From an optimization exercise on the open Yosys and OpenROAD flow, aimed at a short achievable clock period and few clock cycles; shortcuts taken in it are not production practice.
Only simulation tests tie the RTL to the original design; equivalence was not proved.
Power is estimated from default activity; no workload was simulated.

--- flow/run.sh ---
#!/bin/bash
# synth_recipe.tcl (not shown) runs the flow's synth.tcl, then flattens the netlist and writes it again
# the make line also repeats each setting of config.mk as NAME=value (left out here)
make -C /OpenROAD-flow-scripts/flow DESIGN_CONFIG=/design/flow/config.mk WORK_HOME=/design/flow/orfs CLKGATE_MAP_FILE= SYNTH_SCRIPT=/design/flow/synth_recipe.tcl finish
--- flow/design.v ---
module microprocessor(clk, rst, imem_addr, imem_data, dmem_addr, dmem_data, dbg_sel, dbg_data, done, data_out);
	input clk;
	input rst;
	output [7:0] imem_addr;
	input [31:0] imem_data;
	output [7:0] dmem_addr;
	input [7:0] dmem_data;
	input [4:0] dbg_sel;
	output [7:0] dbg_data;
	output done;
	output [7:0] data_out;
	function [7:0] prefix_carry;
		input [7:0] a;
		input [7:0] b;
		input cin;
		reg [7:0] g, p, g1, p1, g2, p2, g3;
		begin
			g = a & b;
			p = a ^ b;
			g[0] = g[0] | (p[0] & cin);
			g1 = g | ((p & {g[6:0], 1'b0}));
			p1 = p & {p[6:0], 1'b1};
			g2 = g1 | ((p1 & {g1[5:0], 2'b0}));
			p2 = p1 & {p1[5:0], 2'b11};
			g3 = g2 | ((p2 & {g2[3:0], 4'b0}));
			prefix_carry = g3;
		end
	endfunction
	function [7:0] add8;
		input [7:0] a;
		input [7:0] b;
		reg [7:0] c;
		begin
			c = prefix_carry(a, b, 1'b0);
			add8 = (a ^ b) ^ {c[6:0], 1'b0};
		end
	endfunction
	reg [7:0] register_file [31:0];
	reg [7:0] debug_file [31:0];	 
	reg [7:0] pc_inc;	 
	reg [7:0] pc_target;	 
	reg branch_taken;	 
	reg halted;	 
	reg [7:0] alu_out;	 
	reg load_pending;	 
	reg write_any;	 
	reg [31:0] write_pending;	 
	integer i;
	wire [7:0] pc = branch_taken ? pc_target : pc_inc;
	wire stopped = halted || (pc >= 8'h80);
	wire run = !stopped;
	wire [5:0] opcode = imem_data[31:26];
	wire [4:0] rs = imem_data[25:21];
	wire [4:0] rt = imem_data[20:16];
	wire [4:0] rd = imem_data[15:11];
	wire [5:0] function_field = imem_data[5:0];
	wire [7:0] immediate = imem_data[7:0];
	wire [7:0] write_back = load_pending ? dmem_data : alu_out;
	reg [7:0] operand_file [31:0];
	always @(*)
		for (i = 0; i < 32; i = i + 1)
			operand_file[i] = write_pending[i] ? write_back : register_file[i];
	wire is_r = (opcode == 6'h00);
	wire is_addu = is_r && (function_field == 6'h21);
	wire is_slt = is_r && (function_field == 6'h2a);
	wire is_addiu = (opcode == 6'h09);
	wire is_lw = (opcode == 6'h23);
	wire is_beq = (opcode == 6'h04);
	wire is_bne = (opcode == 6'h05);
	wire use_imm = is_addiu || is_lw;
	wire [7:0] register_operand_1 = operand_file[rs];
	wire [7:0] register_operand_2 = use_imm ? immediate : operand_file[rt];
	wire [7:0] sum = add8(register_operand_1, register_operand_2);
	wire [7:0] cmp_carry = prefix_carry({1'b0, register_operand_1[6:0]}, {1'b0, ~register_operand_2[6:0]}, 1'b1);
	wire low_ge = cmp_carry[6];
	wire less = (register_operand_1[7] != register_operand_2[7]) ? register_operand_1[7] : !low_ge;
	wire equal = (register_operand_1 == register_operand_2);
	wire taken = (is_beq && equal) || (is_bne && !equal);
	wire write_en = is_addu || is_slt || is_addiu || is_lw;
	wire [4:0] write_reg = is_r ? rd : rt;
	assign imem_addr = pc;
	assign dmem_addr = alu_out;
	genvar g;
	wire [31:0] debug_select;
	decode5 debug_decode(.sel(dbg_sel), .one_hot(debug_select));
	genvar b;
	generate
		for (b = 0; b < 8; b = b + 1) begin : debug_read
			wire [31:0] column;
			for (g = 0; g < 32; g = g + 1) begin : col
				assign column[g] = debug_file[g][b];
			end
			select_or32 sel_bit(.one_hot(debug_select), .bits(column), .value(dbg_data[b]));
		end
	endgenerate
	assign data_out = debug_file[8'h04];
	assign done = stopped && !write_any;
	always @(posedge clk) begin
		if (rst) begin
			pc_inc <= 8'd0;
			pc_target <= 8'd0;
			branch_taken <= 1'b0;
			halted <= 1'b0;
			write_any <= 1'b0;
			write_pending <= 32'd0;
			for (i = 0; i < 32; i = i + 1) begin
				register_file[i] <= 8'd0;
				debug_file[i] <= 8'd0;
			end
		end
		else begin
			for (i = 0; i < 32; i = i + 1)
				if (write_pending[i]) begin
					register_file[i] <= write_back;
					debug_file[i] <= write_back;
				end
			for (i = 0; i < 32; i = i + 1)
				write_pending[i] <= run && write_en && write_reg == i;
			write_any <= run && write_en;
			pc_inc <= pc + 8'd1;
			pc_target <= add8(pc, immediate);
			branch_taken <= taken;
			halted <= stopped;
		end
	end
	always @(posedge clk) begin
		alu_out <= is_slt ? {7'd0, less} : sum;
		load_pending <= is_lw;
	end
endmodule
module decode5(sel, one_hot);
	input [4:0] sel;
	output [31:0] one_hot;
	wire [3:0] low_n;	 
	wire [7:0] high_n;	 
	genvar i, j;
	generate
		for (i = 0; i < 4; i = i + 1) begin : low
			match2_n #(.VALUE(i)) m(.sel(sel[1:0]), .y_n(low_n[i]));
		end
		for (j = 0; j < 8; j = j + 1) begin : high
			match3_n #(.VALUE(j)) m(.sel(sel[4:2]), .y_n(high_n[j]));
		end
		for (j = 0; j < 8; j = j + 1) begin : line_high
			for (i = 0; i < 4; i = i + 1) begin : line_low
				gate_nor2 n(.a(low_n[i]), .b(high_n[j]), .y(one_hot[4*j+i]));
			end
		end
	endgenerate
endmodule
module match2_n(sel, y_n);
	parameter VALUE = 0;
	input [1:0] sel;
	output y_n;
	assign y_n = !(sel == VALUE);
endmodule
module match3_n(sel, y_n);
	parameter VALUE = 0;
	input [2:0] sel;
	output y_n;
	assign y_n = !(sel == VALUE);
endmodule
module gate_nor2(a, b, y);
	input a, b;
	output y;
	assign y = !(a || b);
endmodule
module gate_nand2(a, b, y);
	input a, b;
	output y;
	assign y = !(a && b);
endmodule
module gate_nand4(a, b, c, d, y);
	input a, b, c, d;
	output y;
	assign y = !(a && b && c && d);
endmodule
module gate_a22oi(a1, a2, b1, b2, y);
	input a1, a2, b1, b2;
	output y;
	assign y = !((a1 && a2) || (b1 && b2));
endmodule
module select_or32(one_hot, bits, value);
	input [31:0] one_hot;
	input [31:0] bits;
	output value;
	wire [15:0] pair_n;	 
	wire [3:0] oct;	 
	wire [1:0] half_n;	 
	genvar k;
	generate
		for (k = 0; k < 16; k = k + 1) begin : pair
			gate_a22oi g(.a1(one_hot[2*k]), .a2(bits[2*k]), .b1(one_hot[2*k+1]), .b2(bits[2*k+1]), .y(pair_n[k]));
		end
		for (k = 0; k < 4; k = k + 1) begin : octet
			gate_nand4 g(.a(pair_n[4*k]), .b(pair_n[4*k+1]), .c(pair_n[4*k+2]), .d(pair_n[4*k+3]), .y(oct[k]));
		end
		for (k = 0; k < 2; k = k + 1) begin : half
			gate_nor2 g(.a(oct[2*k]), .b(oct[2*k+1]), .y(half_n[k]));
		end
	endgenerate
	gate_nand2 top(.a(half_n[0]), .b(half_n[1]), .y(value));
endmodule
--- flow/config.mk ---
export PLATFORM = sky130hd
export DESIGN_NAME = microprocessor
export DESIGN_NICKNAME = microprocessor
export VERILOG_FILES = /design/flow/design.v
export SDC_FILE = /design/flow/constraint.sdc
export NUM_CORES = 4
export LEC_CHECK = 0
export CAP_MARGIN = 20
export CORE_MARGIN = 2
export CORE_UTILIZATION = 40
export PLACE_DENSITY = 0.6
export SETUP_SLACK_MARGIN = 5
export SLEW_MARGIN = 20
export SYNTH_HIERARCHICAL = 1
--- flow/constraint.sdc ---
create_clock -name core_clock -period 10.0 [get_ports {clk}]
set_input_delay 2.0000 -clock core_clock [delete_from_list [all_inputs] [get_ports {clk}]]
set_output_delay 2.0000 -clock core_clock [all_outputs]
set_load 0.01 [all_outputs]
==> implementation parameters, run 1 <==
Parameter                              Value

Die
  Die Footprint    66200 um^2
  Vertical die dimension    257 um
  Top-Level Pins    80
  Row Count    92
  Floorplan Core Area    63300 um^2
  Effective utilization at floorplan    40.5%
  Die Width    257 um

CTS
  Cts hold-fix bufs    0
  Clock transition at the register clock pins on the worst setup and hold paths after CTS    0.07 ns
  Clock root buffer master    sky130_fd_sc_hd__clkbuf_16
  H-tree depth reported by CTS    2
  Worst-Skew Late Latency    0.66 ns
  Clock sink count    572
  Total CTS buffers    61
  TritonCTS clock tree    built
  Longest Clk Path Bufs    3

Yosys
  Cell type contributing the most total cell area after synthesis    sky130_fd_sc_hd__dfxtp_1
  Post-synthesis share of cell area spent on full adders, half adders and majority gates    1.23%
  Mapped Area    25700 um^2
  Largest family of logic cells by synthesized area    compound AO/OA/AOI/OAI gates
  Count of flip-flops with a built-in enable after synthesis    0
  Parity-gate share of the synthesized area counting xor and xnor cells    0.566%
  Post-synthesis sequential element count    572
  Synth top area share    44.6%
  Share of synthesized cell area in and, or, nand and nor gates    22.5%
  Fraction of synthesis flops using an asynchronous set or reset pin    0%
  Synthesis Warnings    10
  Number of library cell types mapped by synthesis    55
  Synthesized instance count    3177
  Multiplexer share of the synthesized area    0.882%
  Compound-Gate Fraction of Synth Area    26.4%
  Avg Synthesized Cell Area    8.08 um^2
  Sequential element share of the synthesized area    44.6%
  Most area-consuming cells after synthesis    sky130_fd_sc_hd__dfxtp_1 45%, sky130_fd_sc_hd__nor2_1 12%, sky130_fd_sc_hd__a211oi_1 8.2%
  Predominant post-synthesis flop cell    sky130_fd_sc_hd__dfxtp_1

Setup path
  R2R Setup Slk    5.32 ns
  Timing startpoint of the critical path    dbg_sel[2]
  Crit Reg-Reg Endpoint    alu_out[7]
  Crit path capture type    output pin
  Worst setup endpoint    dbg_data[2]
  CP startpoint kind    input pin
  Arr. time, crit path    3.59 ns
  Number of cells on the worst reg-to-reg path    19
  Setup Crit Path Kind    in -> out
  Endpoint required time on the critical path    8.00 ns
  Maximum fanout count along the critical path    7
  R2r startpoint    load_pending

Power and ir drop
  Overall power    5.09 mW
  Relative contribution of combinational cells to total power    7.2%
  Static leakage power    11.0 nW
  Internal power    3.84 mW
  Net switching power    1.26 mW
  Clk network pwr share    47.9%
  Power Dens Cells    152 nW/um^2
  Maximum vdd ir drop    0.135 mV
  Proportion of total power due to net switching    24.7%
  Portion of total power attributed to sequential cells    45.0%

Place
  Count of port buffers added during placement    76
  Routability congestion estimate    0.999
  Cell count after placement    3913
  HPWL after detailed placement    72.7 mm

Cells and area
  Area of the multi-input gates    15200 um^2
  Final Core Density    52.9%
  # fillers    5899
  Number of nets in the final layout    3382
  Finished Layout Cells    4211
  Area delta synth->final    30.4%
  Most common cell after layout, fill and taps aside    sky130_fd_sc_hd__nor2_1
  Most frequent cells in the layout    770 x sky130_fd_sc_hd__nor2_1, 566 x sky130_fd_sc_hd__dfxtp_1, 281 x sky130_fd_sc_hd__a211oi_1
  Area occupied by registers    11500 um^2
  Share of cells above drive strength 1    25.4%

Global route
  GR peak layer    met2
  Number of global-route vias before repair    24600
  Total GRT Usage    34.8%
  Final global-route overflow total    0
  Initial antenna violation count    1
  Global routing met2 resource utilization    56.0%
  Met3 Usage GRT    5.86%
  Global-route wire length before repair    170 mm
  Fraction of met1 tracks used by global routing    43.4%
  Maximum number of pins on one net before global-route repair    246

STA
  Slew at the pin with the worst max-slew slack    1.15 ns
  Final clock period utilization by the worst path    55.9%
  Total setup violations reported at the end of the flow    0
  RSZ-0062 raised after global routing    true
  Final Hold Viols    0
  Achievable clock frequency    0.179 GHz
  Layout Skew    0.0109 ns
  Setup total negative slack    0 ns
  Pins over their slew limit    0
  Min cycle time layout    5.59 ns
  Relative slew margins    23.3%

Drt
  Routed Wire Length    119 mm
  Average wire per cell in the routed design    28.2 um
  Number of vias per cell after detailed routing    6.19
  DRT Pass-1 Iters    6
  Iter 0 DRT Violations    2681
  Routed vias    26100
  DRC errors left    0
  Remaining antenna violation count after routing    0

Min path
  Startpoint of the most critical hold path    register_file[8][2]
  Count of cells along the worst hold path    2
  Tightest Hold Check Type    reg -> reg

Run
  Count of max-cap constraint violations    0

Outcome
  Run status    finished clean
-- worst min path at each step --
stage | slack [ns] | end
final | 0.49 | register_file[8][2]
after global routing | 0.51 | debug_file[3][4]
after CTS | 0.49 | write_any
after detailed placement | 0.48 | write_any
after global placement | 0.45 | write_any
after floorplan | 0.43 | write_any
-- cells by family after synthesis --
family	after synthesis
adders and majority gates	24
xor gates and xnor gates	15
AOI/OAI and AO/OA	918
and+or+nand+nor	1379
buffers and inverters	251
DFF	572
muxes	18
-- power by group through the flow --
stage,sequential (mW),clock [mW],combinational (mW)
finish,2.29,2.44,0.366
global placement,2.34,0,0.237
detailed placement,2.34,0,0.239
global route,2.29,2.56,0.375
floorplan,2.34,0,0.139
CTS,2.29,2.47,0.334
-- sequential cells by signal, indices dropped and copies added (netlist names) --
register / flops
pc_target: 8
register_file: 256
alu_out: 8
debug_file: 256
load_pending: 1
write_any: 1
halted: 1
write_pending: 32
branch_taken: 1
pc_inc: 8
-- synthesized netlist by cell type, types with 11 or more instances --
library cell                number
sky130_fd_sc_hd__ha_1           22
sky130_fd_sc_hd__buf_1          44
sky130_fd_sc_hd__xnor2_1        11
sky130_fd_sc_hd__nand2b_1       18
sky130_fd_sc_hd__o21ai_0       253
sky130_fd_sc_hd__nand2_1       326
sky130_fd_sc_hd__nor4_1         51
sky130_fd_sc_hd__nor3_1         30
sky130_fd_sc_hd__nand4_1        50
sky130_fd_sc_hd__dfxtp_1       572
sky130_fd_sc_hd__buf_2          14
sky130_fd_sc_hd__a22oi_2       128
sky130_fd_sc_hd__a2111oi_0      63
sky130_fd_sc_hd__a211oi_1      281
sky130_fd_sc_hd__nor2b_1        18
sky130_fd_sc_hd__clkbuf_1      173
sky130_fd_sc_hd__nor2_1        820
sky130_fd_sc_hd__inv_1          18
sky130_fd_sc_hd__a21oi_1        24
sky130_fd_sc_hd__o22ai_1       121
-- metal layers --
metal | up-vias | wire length (um)
li1 | 11700 | -
met1 | 12600 | 47100
met2 | 1324 | 53600
met3 | 383 | 9760
met4 | 0 | 8380
met5 | - | 0
-- stage by stage --
stage	area (um^2)	hold slack, ns	setup slack, ns
after floorplan	25900	0.430	4.99
after global placement	27300	0.453	2.92
after detailed placement	27300	0.475	2.85
after CTS	32500	0.487	4.37
after global routing	33500	0.514	4.38
final	33500	0.492	4.41
-- layout make-up --
type,count,area share (%)
Antenna cell,1,0.00748
Timing Repair Buffer,304,10.5
Sequential cell,572,34.2
Multi-Input combinational cell,2354,45.4
Tap cell,846,3.16
Inverter,18,0.235
Clock inverter,29,1.22
Clock buffer,87,5.27
-- worst max-delay path: stages --
cell	delay, ns
sky130_fd_sc_hd__buf_12	0.11
sky130_fd_sc_hd__or3b_4	0.32
sky130_fd_sc_hd__nor2_4	0.07
sky130_fd_sc_hd__buf_12	0.14
sky130_fd_sc_hd__a22oi_2	0.15
sky130_fd_sc_hd__nand4_1	0.31
sky130_fd_sc_hd__nor2_4	0.25
sky130_fd_sc_hd__nand2_1	0.08
sky130_fd_sc_hd__buf_2	0.14
-- Yosys stat by module, one instance, submodules excluded, excerpt --
module / flops+latches / cell area, um^2 / cells inside / times used
gate_nand2: 0 / 3.75 / 1 / 8
microprocessor: 572 / 23600 / 2949 / 1
gate_a22oi: 0 / 12.5 / 1 / 128
gate_nand4: 0 / 6.26 / 1 / 32
gate_nor2: 0 / 3.75 / 1 / 48
-- what timing repair did --
action,CTS,global route
endpoints found under the setup margin,17,14
gates cloned,17,3
setup buffers,113,48
pin swaps,121,70
resized for setup,557,167
Testbench counts, summed over its fixed seeds: cycles 51,952.
==> run 2, diff against run 1 <==
--- a/flow/design.v
+++ b/flow/design.v
@@ -45,4 +45,5 @@
 	reg load_pending;	 
 	reg write_any;	 
+	reg [4:0] last_write_reg;	 
 	reg [31:0] write_pending;	 
 	integer i;
@@ -57,8 +58,4 @@
 	wire [7:0] immediate = imem_data[7:0];
 	wire [7:0] write_back = load_pending ? dmem_data : alu_out;
-	reg [7:0] operand_file [31:0];
-	always @(*)
-		for (i = 0; i < 32; i = i + 1)
-			operand_file[i] = write_pending[i] ? write_back : register_file[i];
 	wire is_r = (opcode == 6'h00);
 	wire is_addu = is_r && (function_field == 6'h21);
@@ -69,6 +66,23 @@
 	wire is_bne = (opcode == 6'h05);
 	wire use_imm = is_addiu || is_lw;
-	wire [7:0] register_operand_1 = operand_file[rs];
-	wire [7:0] register_operand_2 = use_imm ? immediate : operand_file[rt];
+	wire forward_1 = write_any && (rs == last_write_reg);
+	wire forward_2 = write_any && (rt == last_write_reg) && !use_imm;
+	wire [31:0] select_1;
+	wire [31:0] select_2;
+	decode5 decode_rs(.sel(rs), .off(1'b0), .one_hot(select_1));
+	decode5 decode_rt(.sel(rt), .off(use_imm), .one_hot(select_2));
+	wire [7:0] register_operand_1;
+	wire [7:0] register_operand_2;
+	genvar g, b;
+	generate
+		for (b = 0; b < 8; b = b + 1) begin : operand_read
+			wire [31:0] column;
+			for (g = 0; g < 32; g = g + 1) begin : col
+				assign column[g] = register_file[g][b] && !write_pending[g];
+			end
+			select_or34 read_1(.one_hot(select_1), .bits(column), .sel_a(forward_1), .a(write_back[b]), .sel_b(1'b0), .b(1'b0), .value(register_operand_1[b]));
+			select_or34 read_2(.one_hot(select_2), .bits(column), .sel_a(forward_2), .a(write_back[b]), .sel_b(use_imm), .b(immediate[b]), .value(register_operand_2[b]));
+		end
+	endgenerate
 	wire [7:0] sum = add8(register_operand_1, register_operand_2);
 	wire [7:0] cmp_carry = prefix_carry({1'b0, register_operand_1[6:0]}, {1'b0, ~register_operand_2[6:0]}, 1'b1);
@@ -81,8 +95,6 @@
 	assign imem_addr = pc;
 	assign dmem_addr = alu_out;
-	genvar g;
 	wire [31:0] debug_select;
-	decode5 debug_decode(.sel(dbg_sel), .one_hot(debug_select));
-	genvar b;
+	decode5 debug_decode(.sel(dbg_sel), .off(1'b0), .one_hot(debug_select));
 	generate
 		for (b = 0; b < 8; b = b + 1) begin : debug_read
@@ -103,4 +115,5 @@
 			halted <= 1'b0;
 			write_any <= 1'b0;
+			last_write_reg <= 5'd0;
 			write_pending <= 32'd0;
 			for (i = 0; i < 32; i = i + 1) begin
@@ -118,4 +131,5 @@
 				write_pending[i] <= run && write_en && write_reg == i;
 			write_any <= run && write_en;
+			last_write_reg <= write_reg;
 			pc_inc <= pc + 8'd1;
 			pc_target <= add8(pc, immediate);
@@ -129,6 +143,7 @@
 	end
 endmodule
-module decode5(sel, one_hot);
+module decode5(sel, off, one_hot);
 	input [4:0] sel;
+	input off;	 
 	output [31:0] one_hot;
 	wire [3:0] low_n;	 
@@ -144,5 +159,5 @@
 		for (j = 0; j < 8; j = j + 1) begin : line_high
 			for (i = 0; i < 4; i = i + 1) begin : line_low
-				gate_nor2 n(.a(low_n[i]), .b(high_n[j]), .y(one_hot[4*j+i]));
+				gate_nor3 n(.a(low_n[i]), .b(high_n[j]), .c(off), .y(one_hot[4*j+i]));
 			end
 		end
@@ -165,4 +180,14 @@
 	output y;
 	assign y = !(a || b);
+endmodule
+module gate_nor3(a, b, c, y);
+	input a, b, c;
+	output y;
+	assign y = !(a || b || c);
+endmodule
+module gate_and2(a, b, y);
+	input a, b;
+	output y;
+	assign y = a && b;
 endmodule
 module gate_nand2(a, b, y);
@@ -202,2 +227,25 @@
 	gate_nand2 top(.a(half_n[0]), .b(half_n[1]), .y(value));
 endmodule
+module select_or34(one_hot, bits, sel_a, a, sel_b, b, value);
+	input [31:0] one_hot;
+	input [31:0] bits;
+	input sel_a, a, sel_b, b;
+	output value;
+	wire [15:0] pair_n;	 
+	wire [3:0] oct;	 
+	wire extra_n;	 
+	wire [1:0] half_n;	 
+	genvar k;
+	generate
+		for (k = 0; k < 16; k = k + 1) begin : pair
+			gate_a22oi g(.a1(one_hot[2*k]), .a2(bits[2*k]), .b1(one_hot[2*k+1]), .b2(bits[2*k+1]), .y(pair_n[k]));
+		end
+		for (k = 0; k < 4; k = k + 1) begin : octet
+			gate_nand4 g(.a(pair_n[4*k]), .b(pair_n[4*k+1]), .c(pair_n[4*k+2]), .d(pair_n[4*k+3]), .y(oct[k]));
+		end
+	endgenerate
+	gate_a22oi extra(.a1(sel_a), .a2(a), .b1(sel_b), .b2(b), .y(extra_n));
+	gate_nor2 half0(.a(oct[0]), .b(oct[1]), .y(half_n[0]));
+	gate_nor3 half1(.a(oct[2]), .b(oct[3]), .c(!extra_n), .y(half_n[1]));
+	gate_nand2 top(.a(half_n[0]), .b(half_n[1]), .y(value));
+endmodule
==> implementation parameters, run 2 <==
Parameter                              Value

Yosys
  Sequential element share of the synthesized area    30.8%
  Library cell with the highest instance count after synthesis    sky130_fd_sc_hd__a22oi_2
  Avg Synthesized Cell Area    9.24 um^2
  Mapped Area    20800 um^2
  Most used standard cells in the synthesized netlist    400 x sky130_fd_sc_hd__a22oi_2, 345 x sky130_fd_sc_hd__nor2_1, 321 x sky130_fd_sc_hd__dfxtp_1
  Number of library cell types mapped by synthesis    65
  Post-synthesis sequential element count    321
  Cell type contributing the most total cell area after synthesis    sky130_fd_sc_hd__dfxtp_1
  Synth top area share    30.8%
  Predominant post-synthesis flop cell    sky130_fd_sc_hd__dfxtp_1
  Count of flip-flops with a built-in enable after synthesis    0
  Synthesis Warnings    9
  Most area-consuming cells after synthesis    sky130_fd_sc_hd__dfxtp_1 31%, sky130_fd_sc_hd__a22oi_2 24%, sky130_fd_sc_hd__a211oi_1 9.5%
  Synthesized instance count    2255
  Fraction of synthesis flops using an asynchronous set or reset pin    0%

Global route
  Global-route wire length before repair    117 mm
  Maximum number of pins on one net before global-route repair    120
  Number of global-route vias before repair    18200
  Initial antenna violation count    1
  Total GRT Usage    28.9%
  Final global-route overflow total    0

CTS
  Clock sink count    321
  Cts hold-fix bufs    0
  Longest Clk Path Bufs    3
  Worst-Skew Late Latency    0.59 ns
  Clock root buffer master    sky130_fd_sc_hd__clkbuf_16
  Total CTS buffers    39
  H-tree depth reported by CTS    2
  TritonCTS clock tree    built
  Clock transition at the register clock pins on the worst setup and hold paths after CTS    0.06 ns

STA
  Min cycle time layout    5.66 ns
  Final clock period utilization by the worst path    56.6%
  Pins over their slew limit    0
  Setup total negative slack    0 ns
  PnR worst setup slack    4.34 ns
  RSZ-0062 raised after global routing    true
  Final Hold Viols    0
  Achievable clock frequency    0.177 GHz
  Relative slew margins    26.5%
  Slew at the pin with the worst max-slew slack    1.10 ns
  Total setup violations reported at the end of the flow    0
  Layout Skew    0.0283 ns

Power and ir drop
  Net switching power    826 uW
  Proportion of total power due to net switching    26.9%
  Internal power    2.24 mW
  Portion of total power attributed to sequential cells    42.2%
  Clk network pwr share    47.8%
  Relative contribution of combinational cells to total power    10.0%
  Static leakage power    8.83 nW
  Power Dens Cells    115 nW/um^2
  Overall power    3.07 mW
  Maximum vdd ir drop    0.0921 mV

Setup path
  R2R Setup Slk    6.09 ns
  Cell with the largest stage delay on the worst path    sky130_fd_sc_hd__nand3b_1
  Setup Crit Path Kind    in -> out
  Cells along the critical path    buf_12 -> nand3b_1 -> nor3_4 -> buf_12 -> a22oi_2 -> nand4_1 -> nor2_1 -> nand2_1 -> buf_2
  Number of buffer and inverter stages on the critical path    3
  Maximum fanout count along the critical path    8
  Arr. time, crit path    3.66 ns
  Endpoint required time on the critical path    8.00 ns
  CP peak stage delay    0.38 ns
  Kind of cell adding the most delay to the critical path    simple AND/OR/NAND/NOR gates
  Crit path capture type    output pin
  CP startpoint kind    input pin
  Most used cell, CP    sky130_fd_sc_hd__buf_12

Place
  HPWL after detailed placement    55.0 mm
  Cell area after placement    22900 um^2
  Post-Place Setup Slack    2.79 ns
  Routability congestion estimate    0.911
  Cell count after placement    2991
  Count of port buffers added during placement    76

Cells and area
  Number of nets in the final layout    2566
  # fillers    4662
  Register ranked first by flip-flop count    register_file
  Area delta synth->final    27.9%
  Finished Layout Cells    3207
  Number of flip-flops under the largest register name    248
  Final Cell Area    26700 um^2
  Share of cells above drive strength 1    34.8%
  Regs by FF count    register_file: 248 flops, write_pending: 32 flops
  Most common cell after layout, fill and taps aside    sky130_fd_sc_hd__a22oi_2
  Most frequent cells in the layout    400 x sky130_fd_sc_hd__a22oi_2, 334 x sky130_fd_sc_hd__nor2_1, 321 x sky130_fd_sc_hd__dfxtp_1

Drt
  DRT Pass-1 Iters    6
  Iter 0 DRT Violations    1827
  Average wire per cell in the routed design    24.8 um
  Number of vias per cell after detailed routing    6.05
  Routed vias    19400
  DRC errors left    0
  Remaining antenna violation count after routing    0
  Routed Wire Length    79.5 mm

Die
  Effective utilization at floorplan    40.5%
  Row Count    83
  Die Width    232 um
  Floorplan Core Area    51400 um^2
  Vertical die dimension    232 um
  Die Footprint    53900 um^2
  Top-Level Pins    80

Min path
  Tightest Hold Check Type    reg -> reg

Outcome
  Run status    finished clean

Run
  Count of max-cap constraint violations    0
run 2: stage by stage:
stage               util, %  hold slack, ns
CTS                    50.7           0.506
floorplan                 -           0.481
global route           51.9           0.522
detailed placement     44.6           0.499
global placement       44.6           0.492
finish                 51.9           0.505
run 2: logic make-up (layout without fill, tap and decap cells):
logic type / count (synthesis) / after routing / synth area share, %
AO/OA/AOI/OAI: 719 / 720 / 35.6
buffers and inverters: 181 / 372 / 3.36
multiplexers: 23 / 23 / 1.15
adder cells (fa/ha/maj): 24 / 24 / 1.51
AND/OR/NAND/NOR: 966 / 966 / 26.7
other: 1 / 81 / 0.0180
XOR/XNOR: 20 / 20 / 0.841
flip-flops: 321 / 321 / 30.8
run 2: final timing paths:
kind	from	depth (start not counted)	to
min reg2reg	register_file[7][2]	2	register_file[7][2]
max reg2reg	load_pending	15	alu_out[6]
min	register_file[7][2]	2	register_file[7][2]
max	dbg_sel[4]	9	dbg_data[6]
run 2: timing repair:
action / in CTS / in global routing
cloned: 3 / 0
pin swaps: 120 / 87
hold endpoints to repair: 0 / 0
setup endpoints to repair: 17 / 13
buffers inserted: 93 / 47
resized for setup: 254 / 37
run 2: area by class of cell:
cell class,count,area [um^2],share of cell area (%)
Clock inverter,23,249,0.934
Inverter,49,184,0.690
Tap cell,680,851,3.19
Multi-Input combinational cell,1833,15100,56.5
Timing Repair Buffer,251,2820,10.6
Clock buffer,49,1050,3.96
Antenna cell,1,2.50,0.00939
Sequential cell,321,6430,24.1
run 2: per-module statistics from Yosys, one instance, submodules excluded, excerpt:
module	cell area (um^2)	times used	flops+latches	cells
gate_nand2	3.75	24	0	1
microprocessor	13600	1	321	1539
gate_a22oi	12.5	400	0	1
gate_nor3	10.0	112	0	1
gate_nor2	3.75	32	0	1
select_or34	3.75	16	0	1
gate_nand4	6.26	96	0	1
run 2: metal layers:
metal | vias up | part of all wire [%] | GRT usage [%]
met3 | 124 | 7.6 | 5.32
li1 | 8989 | - | -
met5 | - | 0 | 0
met2 | 766 | 43 | 42.3
met4 | 0 | 3.8 | 12.2
met1 | 9526 | 46 | 41.2
run 2: tightest hold or removal path: stages (launching register included):
cell	delay (ns)
sky130_fd_sc_hd__dfxtp_1	0.32
sky130_fd_sc_hd__nor2_1	0.08
sky130_fd_sc_hd__a211oi_1	0.05
run 2: power groups by stage:
stage                     clock network (mW)  logic, mW  registers (mW)
after floorplan                            0      0.143            1.32
after global placement                     0      0.246            1.32
after detailed placement                   0      0.249            1.32
after CTS                               1.49      0.291            1.29
after global routing                    1.54      0.323            1.29
final                                   1.47      0.308            1.29
Testbench counts of run 2, summed over its fixed seeds: cycles 51,952.

[port drivers added, routing unchanged]
Ports are ideal in the flow. The routed layouts listed here were re-timed in OpenROAD.
Step 1, drivers: a clkbuf_16 drives clk and a buf_2 each remaining input, both assumed.
Step 2, shift: input delay + t, output delay - t, t = (earliest + latest rising clock arrival at the registers) / 2. This alone moves slack from input paths to output paths.
a / b / c = no drivers / after step 1 / after step 2; a / b = the first two.
run | t (ns) | setup slack, ns | hold slack, ns | latest minus earliest clock arrival (ns) | worst data-port slew with drivers (ns)
run 1 | 0.718 | 4.408 / 4.357 / 4.285 | 0.492 / 0.492 / 0.492 | 0.017 / 0.017 | 0.09
run 2 | 0.641 | 4.344 / 4.278 / 4.262 | 0.505 / 0.505 / 0.505 | 0.028 / 0.029 | 0.08
After both steps every run listed still meets setup and hold. The setup slack of run 1, which loses most, moves by -0.051 ns with the drivers and by -0.123 ns with both steps.
